Background: an optimization exercise with open tools, aiming at small area, a short achievable clock period and few clock cycles per item. Do not read the settings as production practice.

Setup of before:
// md5
module md5(
  input enable,
  input reset_n,
  input clk,
  input [63:0] initial_msg,
  input [0:127] passwd_hash,
  output test_done,
  output cracked
);
localparam [31:0] IVA = 32'h67452301;
localparam [31:0] IVB = 32'hefcdab89;
localparam [31:0] IVC = 32'h98badcfe;
localparam [31:0] IVD = 32'h10325476;
function [31:0] add_bk(input [31:0] x, input [31:0] y);
  reg [31:0] gg, pp, G, P;
  integer k, l;
  begin
    gg = x & y; pp = x ^ y; G = gg; P = pp;
    for (l = 1; l < 32; l = l * 2)
      for (k = 2*l - 1; k < 32; k = k + 2*l) begin
        G[k] = G[k] | (P[k] & G[k-l]);
        P[k] = P[k] & P[k-l];
      end
    for (l = 8; l >= 1; l = l / 2)
      for (k = 3*l - 1; k < 32; k = k + 2*l) begin
        G[k] = G[k] | (P[k] & G[k-l]);
        P[k] = P[k] & P[k-l];
      end
    add_bk = pp ^ {G[30:0], 1'b0};
  end
endfunction
function [31:0] add_ks(input [31:0] x, input [31:0] y);
  reg [31:0] gg, pp, G, P;
  integer k, l;
  begin
    gg = x & y; pp = x ^ y; G = gg; P = pp;
    for (l = 1; l < 32; l = l * 2)
      for (k = 31; k >= l; k = k - 1) begin
        G[k] = G[k] | (P[k] & G[k-l]);
        P[k] = P[k] & P[k-l];
      end
    add_ks = pp ^ {G[30:0], 1'b0};
  end
endfunction
reg run;           
reg done;          
reg hit;           
reg [6:0] j;       
reg [3:0] fs;      
reg [1:0] qs;      
reg [1:0] ds;      
reg [31:0] b, c, d, p;
wire start = reset_n & ~run & ~done & enable;
wire [31:0] m0 = {initial_msg[39:32], initial_msg[47:40], initial_msg[55:48], initial_msg[63:56]};
wire [31:0] m1 = {initial_msg[7:0], initial_msg[15:8], initial_msg[23:16], initial_msg[31:24]};
reg [31:0] kw;
always @(*) begin
  case (j[5:0])
    6'd0: kw = 32'h2e7d7303;
    6'd1: kw = 32'he8c7b756;
    6'd2: kw = 32'h2420715b;
    6'd3: kw = 32'hc1bdceee;
    6'd4: kw = 32'hf57c0faf;
    6'd5: kw = 32'h4787c62a;
    6'd6: kw = 32'ha8304613;
    6'd7: kw = 32'hfd469501;
    6'd8: kw = 32'h698098d8;
    6'd9: kw = 32'h8b44f7af;
    6'd10: kw = 32'hffff5bb1;
    6'd11: kw = 32'h895cd7be;
    6'd12: kw = 32'h6b901122;
    6'd13: kw = 32'hfd987193;
    6'd14: kw = 32'ha67943ce;
    6'd15: kw = 32'h49b40821;
    6'd16: kw = 32'hf61e2562;
    6'd17: kw = 32'hc040b340;
    6'd18: kw = 32'h265e5a51;
    6'd19: kw = 32'he9b6c7aa;
    6'd20: kw = 32'hd62f105d;
    6'd21: kw = 32'h02441453;
    6'd22: kw = 32'hd8a1e681;
  ...
Size in the first run: ~2900 cells after synthesis, ~150 flip-flops, ~200 I/O pins, about 19000 µm² of cells after synthesis.
Settings: LEC_CHECK=0, ABC_AREA=1, CAP_MARGIN=20, CORE_MARGIN=2, CORE_UTILIZATION=65, PLACE_DENSITY=0.75, SETUP_SLACK_MARGIN=3, SLEW_MARGIN=20; clock period 8.0 ns.
run.sh (not shown) runs the stock make flow with config.mk's settings and CLKGATE_MAP_FILE= SYNTH_SCRIPT=/design/flow/synth_recipe.tcl, a recipe that flattens the netlist after the stock synthesis.
In the summary table, before is marked failed, with error GRT-0116 raised in global routing.
The inputs of after differ from those of before as listed below.
-- flow/config.mk --
<<< before, line 11
export CORE_UTILIZATION = 65
export PLACE_DENSITY = 0.75
>>> after, line 11
export CORE_UTILIZATION = 40
export PLACE_DENSITY = 0.6
[summary]
- after has completed all stages; timing, DRC and antenna checks passed.
- Diff before..after | number of buffers on the longest clock path | unchanged
- Relative to before, setup slack at placement has gone up in after.
- Reported for after and before, H-tree depth turned out identical to the last digit.
- Post-synthesis share of cell area spent on full adders, half adders and majority gates: before vs after identical
- Number of cells in the design after placement: lower on before
- Compared with before, in after HPWL after detailed placement went up about 16%, synthesized cell count held, placer's final routability congestion estimate went down about 14%, initial standard-cell utilization of the core went down 25 points.
- Post-place instance area (after vs. before) increases slightly
No functional check of the RTL was part of any run of this note.

[afterwards: timing with drivers on the ports]
The flow's constraints put no driver on any port. The routed layout listed below was extracted and timed again, unchanged, in two steps.
Step 1 sets driving cells, clkbuf_16 on the clock port and buf_2 on the other inputs (assumed; they add their load-dependent delay and slew).
Step 2, shift: input delay + t, output delay - t, t = (earliest + latest rising clock arrival at the registers) / 2. This alone moves slack from input paths to output paths.
Slacks: no drivers / after step 1 / after step 2; pairs: no drivers / after step 1.
run: after
shift t [ns]: 0.521
setup WS [ns]: 2.907 / 2.907 / 2.773
hold WS [ns]: 0.461 / 0.461 / 0.461
worst register clock-pin slew, ns: 0.07 / 0.07
After both steps setup and hold are still met in after. The setup slack of after moves by 0.000 ns with the drivers and by -0.134 ns with both steps.
